This design comes from an exercise in tuning for a short achievable clock period and few clock cycles on the open sky130 flow, not from production work.

==> build 50 <==
## MIPS
module MIPS	(input		clk, reset_n,
		 output	[31:0]	imem_addr,
		 input	[31:0]	imem_data,
		 output	[31:0]	dmem_addr, dmem_wdata,
		 output		dmem_we,
		 input	[31:0]	dmem_rdata);
Settings: LEC_CHECK=0, ABC_CLOCK_PERIOD_IN_PS=3000, CAP_MARGIN=20, CORE_MARGIN=2, CORE_UTILIZATION=50, SLEW_MARGIN=20, SYNTH_HIERARCHICAL=1, SYNTH_MINIMUM_KEEP_SIZE=0, TNS_END_PERCENT=100; clock period 11.5 ns.
standard.sh (not shown) runs the stock make flow with config.mk's settings and CLKGATE_MAP_FILE= SYNTH_SCRIPT=/design/flow/synth_recipe.tcl, a recipe that flattens the netlist after the stock synthesis.
==> flow/flow/run.sh <==
#!/bin/bash
# Layout of the design: the standard flow (standard.sh) with different
# effort settings; the constraints (clock period, I/O delays, loads) are
# the standard flow's, unchanged.
#  - ports are buffered with buf_4 instead of the weakest buffer.
set -euo pipefail
bash standard.sh \
  SETUP_SLACK_MARGIN=8.3 \
  SETUP_MOVE_SEQUENCE=unbuffer,sizeup,swap,split \
  "BUFFER_PORTS_ARGS=-buffer_cell sky130_fd_sc_hd__buf_4" \
  finish > standard_flow.log 2>&1
==> inputs of build 82, as changes to build 50 <==
--- a/flow/design.v
+++ b/flow/design.v
@@ -75,23 +75,36 @@
 	wire [63:0] l3a = csa(l2a[63:32], l2a[31:0], l2b[63:32]);
 	wire [63:0] l4a = csa(l3a[63:32], l3a[31:0], l2b[31:0]);
 	assign S = l4a[63:32];
 	assign C = l4a[31:0];
 endmodule
-module next_pc	(input	[5:0]	op,		 
-		 input	[25:0]	target,		 
-		 input	[5:0]	pcp1_hi,	 
+module next_pc	(input	[31:0]	word,		 
+		 input	[31:0]	pc,		 
+		 input	[31:0]	pcp1,		 
+		 input	[23:0]	up, dn,		 
 		 input		hold,		 
 		 input	[31:0]	pc_rest,
 		 input		mispredict,	 
 		 input	[31:0]	alt,		 
 		 input		reset_n,
-		 output		take_j,
+		 output		short_br,	 
 		 output	[31:0]	pc_next, ia_next);
-	assign take_j = (op == 6'h02) & ~hold;
-	wire [31:0] jtgt = {pcp1_hi, target};
-	wire [31:0] pc_f_next = take_j ? jtgt : pc_rest;
+	wire [5:0]  op   = word[31:26];
+	wire        same = (word[25:21] == word[20:16]);
+	wire [15:0] imm  = word[15:0];
+	wire        is_j = (op == 6'h02);
+	wire        pred = ((op == 6'h04) & (same | imm[15])) | ((op == 6'h05) & ~same);
+	wire        short = (imm[15:7] == {9{imm[7]}});
+	assign short_br = pred & short;
+	wire [7:0]  lo;
+	wire        lo_co;
+	ks_add #(8) badd (.a(pc[7:0]), .b(imm[7:0]), .cin(1'b1), .s(lo), .cout(lo_co));
+	wire [23:0] hi = (lo_co == imm[7]) ? pc[31:8] : (lo_co ? up : dn);
+	wire [31:0] btgt = {hi, lo};
+	wire        take = (is_j | short_br) & ~hold;
+	wire [31:0] tgt  = is_j ? {pcp1[31:26], word[25:0]} : btgt;
+	wire [31:0] pc_f_next = take ? tgt : pc_rest;
 	assign pc_next = mispredict ? alt : pc_f_next;
 	assign ia_next = ~reset_n ? 32'b0 : pc_next;
 endmodule
 module MIPS	(input		clk, reset_n,
 		 output	[31:0]	imem_addr,
@@ -100,22 +113,11 @@
 		 output		dmem_we,
 		 input	[31:0]	dmem_rdata);
 	reg  [31:0]	pc_f;
 	reg  [31:0]	ia_f;		 
 	reg		v_d;
-	reg  [31:0]	ir_d, pc_d, pcp1_d;
-	reg		bt_d;		 
-	reg  [31:0]	bw_d;		 
-	reg  [2:0]	bi_d;		 
-	reg  [31:0]	bt_tag [0:7];
-	reg  [31:0]	bt_tgt [0:7];
-	reg  [31:0]	bt_word [0:7];
-	reg  [7:0]	bt_v;
-	reg  [2:0]	bt_rr;		 
-	reg		wq_v, kq_v;	 
-	reg  [31:0]	wq_pc, wq_tgt, wq_word;
-	reg  [2:0]	kq_idx;
+	reg  [31:0]	ir_d, pcp1_d;
 	reg  [31:0]	a_e, b_e, sd_e, alt_e;
 	reg		fs_e;
 	reg  [7:0]	bneg_e, bone_e, btwo_e;	 
 	reg		wen_e, ld_e, st_e, mul_e, beq_e, bne_e, pred_e;
 	reg  [4:0]	wdst_e;
@@ -192,36 +194,22 @@
 	booth_enc benc (.B(rt_val[15:0]), .neg(bneg_d), .one(bone_d), .two(btwo_d));
 	wire		stall = v_d & (((ld_e | mul_e) & ((use_rs & fe_s) | (use_rtb & fe_t))) | (is_mul & fe_t));
 	wire [31:0]	pcp1_f;
 	wire		pcp1_co;
 	ks_add #(32) inc (.a(pc_f), .b(32'b0), .cin(1'b1), .s(pcp1_f), .cout(pcp1_co));
-	wire		j_f    = (imem_data[31:26] == 6'h02);
-	reg  [7:0]	hitv;
-	reg  [31:0]	hit_tgt, hit_word;
-	reg  [2:0]	hit_idx;
-	integer		bi;
-	always @(*) begin
-		hit_tgt = 32'b0; hit_word = 32'b0; hit_idx = 3'd0;
-		for (bi = 0; bi < 8; bi = bi + 1) begin
-			hitv[bi] = bt_v[bi] & (bt_tag[bi] == pc_f);
-			hit_tgt  = hit_tgt  | ({32{hitv[bi]}} & bt_tgt[bi]);
-			hit_word = hit_word | ({32{hitv[bi]}} & bt_word[bi]);
-			hit_idx  = hit_idx  | ({3{hitv[bi]}} & bi[2:0]);
-		end
-	end
-	wire		bhit = |hitv;
+	wire [23:0]	up_f, dn_f;
+	wire		up_co, dn_co;
+	ks_add #(24) hinc (.a(pc_f[31:8]), .b(24'h000000), .cin(1'b1), .s(up_f), .cout(up_co));
+	ks_add #(24) hdec (.a(pc_f[31:8]), .b(24'hFFFFFF), .cin(1'b0), .s(dn_f), .cout(dn_co));
 	wire		same   = (rs == rt);
 	wire		pred_s = (is_beq & (same | imm[15])) | (is_bne & ~same);
+	wire		short_d = (imm[15:7] == {9{imm[7]}});
 	wire [31:0]	btgt_d;
 	wire		btgt_co;
 	ks_add #(32) dadd (.a(pcp1_d), .b({{16{imm[15]}}, imm}), .cin(1'b0), .s(btgt_d), .cout(btgt_co));
-	wire		word_ok = (bw_d == ir_d);
-	wire		redirect_d = v_d & ~stall & ~is_j & (bt_d ? ~word_ok : pred_s);
-	wire [31:0]	rtgt_d = pred_s ? btgt_d : pcp1_d;
+	wire		redirect_d = v_d & ~stall & pred_s & ~short_d;
 	wire [31:0]	alt_d  = pred_s ? pcp1_d : btgt_d;
-	wire		bt_ins = v_d & ~stall & ~is_j & pred_s & ~(bt_d & word_ok);
-	wire		bt_kill = v_d & ~stall & bt_d & ~word_ok;
 	wire [31:0]	A = a_e;
 	wire [31:0]	B = b_e;
 	wire [31:0]	Bx = sub_e ? ~B : B;
 	wire [32:0]	sum;
 	ks_add #(32) aadd (.a(A), .b(Bx), .cin(sub_e), .s(sum[31:0]), .cout(sum[32]));
@@ -239,47 +227,20 @@
 	wire		eq    = (A == B);
 	wire		taken = (beq_e & eq) | (bne_e & ~eq);
 	wire		mispredict = (beq_e | bne_e) & (taken ^ pred_e);
 	wire [31:0]	ms_e, mc_e;
 	mult_harris mult (.A(A[15:0]), .neg(bneg_e), .one(bone_e), .two(btwo_e), .S(ms_e), .C(mc_e));
-	wire [31:0]	pc_rest = redirect_d ? rtgt_d : (stall ? pc_f : (bhit ? hit_tgt : pcp1_f));
-	wire		take_j;
+	wire [31:0]	pc_rest = redirect_d ? btgt_d : (stall ? pc_f : pcp1_f);
+	wire		short_br;
 	wire [31:0]	pc_next, ia_next;
-	next_pc npc (.op(imem_data[31:26]), .target(imem_data[25:0]), .pcp1_hi(pcp1_f[31:26]),
+	next_pc npc (.word(imem_data), .pc(pc_f), .pcp1(pcp1_f), .up(up_f), .dn(dn_f),
 		     .hold(redirect_d | stall), .pc_rest(pc_rest), .mispredict(mispredict), .alt(alt_e), .reset_n(reset_n),
-		     .take_j(take_j), .pc_next(pc_next), .ia_next(ia_next));
+		     .short_br(short_br), .pc_next(pc_next), .ia_next(ia_next));
 	always @(posedge clk)
 		ia_f <= ia_next;
 	always @(posedge clk, negedge reset_n)
 		if (!reset_n) begin
-			bt_v  <= 8'b0;
-			bt_rr <= 3'd0;
-			wq_v  <= 1'b0;
-			kq_v  <= 1'b0;
-		end else begin
-			wq_v <= bt_ins;
-			kq_v <= bt_kill;
-			if (kq_v)
-				bt_v[kq_idx] <= 1'b0;
-			if (wq_v) begin
-				bt_v[bt_rr] <= 1'b1;
-				bt_rr <= bt_rr + 3'd1;
-			end
-		end
-	always @(posedge clk) begin
-		wq_pc   <= pc_d;
-		wq_tgt  <= btgt_d;
-		wq_word <= ir_d;
-		kq_idx  <= bi_d;
-		if (wq_v) begin
-			bt_tag[bt_rr]  <= wq_pc;
-			bt_tgt[bt_rr]  <= wq_tgt;
-			bt_word[bt_rr] <= wq_word;
-		end
-	end
-	always @(posedge clk, negedge reset_n)
-		if (!reset_n) begin
 			pc_f   <= 32'b0;
 			v_d    <= 1'b0;
 			wen_e  <= 1'b0; ld_e <= 1'b0; st_e <= 1'b0; mul_e <= 1'b0;
 			beq_e  <= 1'b0; bne_e <= 1'b0;
 			wen_m  <= 1'b0; ld_m <= 1'b0; st_m <= 1'b0; mul_m <= 1'b0;
@@ -299,15 +260,11 @@
 			wen_m <= wen_e; ld_m <= ld_e; st_m <= st_e; mul_m <= mul_e;
 		end
 	always @(posedge clk) begin
 		if (!stall) begin
 			ir_d   <= imem_data;
-			pc_d   <= pc_f;
 			pcp1_d <= pcp1_f;
-			bt_d   <= bhit & ~j_f;
-			bw_d   <= hit_word;
-			bi_d   <= hit_idx;
 		end
 		a_e    <= fe_s ? res_e : rs_val;
 		b_e    <= (fe_t & ~use_imm) ? res_e : (use_imm ? immx : rt_val);
 		sd_e   <= rt_val;
 		fs_e   <= fe_t;
==> run summary <==
Run status: build 50 no timing/DRC/antenna violations; build 82 no timing/DRC/antenna violations
Area growth from synthesis to layout: build 50 21.2%; build 82 21.0%
Die outline width: build 50 485 um; build 82 411 um
Non-clock buffer area fraction after layout: build 50 0.0575; build 82 0.0638
Crit path required time: build 50 12.32 ns; build 82 12.19 ns
Met2 wire length: build 50 185000 um; build 82 143000 um
Crit path kind: build 50 reg -> reg; build 82 in -> reg
Met1 track demand over resource in global routing: build 50 0.505; build 82 0.459
Area of combinational cells with multiple inputs: build 50 50800 um^2; build 82 44800 um^2
Global-route wire length before repair: build 50 587000 um; build 82 441000 um
Net count, final: build 50 8820; build 82 7376
Bufs w/o clock: build 50 618; build 82 498
Final instance count without filler cells: build 50 11600; build 82 9214
Logic depth of the worst setup path including buffers: build 50 16; build 82 15
No run of this note included a check of the RTL's function; only the layout flow was run.

port drivers added, routing unchanged:
The results above use ideal ports. As a check the final layouts listed here were re-extracted and re-timed, cells and wires unchanged. Step 1 (the two cells are an assumption about what drives the block):
set clk [get_ports {clk}]
set_driving_cell -lib_cell sky130_fd_sc_hd__clkbuf_16 $clk
set_driving_cell -lib_cell sky130_fd_sc_hd__buf_2 [delete_from_list [all_inputs] $clk]
Step 2 adds t to the input delays and takes it off the output delays; t is the mean of the earliest and latest rising clock arrival at the registers after step 1. Input paths then give back, and output paths get back, about the clock's delay inside the block. a / b / c = ideal ports / drivers / drivers and shift; a / b = the first two.
run	t (ns)	setup WS [ns]	worst hold slack (ns)	latest minus earliest clock arrival (ns)	worst slew at a driven data input, ns
build 50	1.015	7.615 / 7.542 / 7.098	0.328 / 0.328 / 0.328	0.078 / 0.079	0.17
build 82	0.905	7.454 / 7.511 / 6.606	0.362 / 0.362 / 0.362	0.045 / 0.045	0.24
After both steps every run listed still meets setup and hold. The setup slack of build 82, which loses most, moves by +0.057 ns with the drivers and by -0.848 ns with both steps.
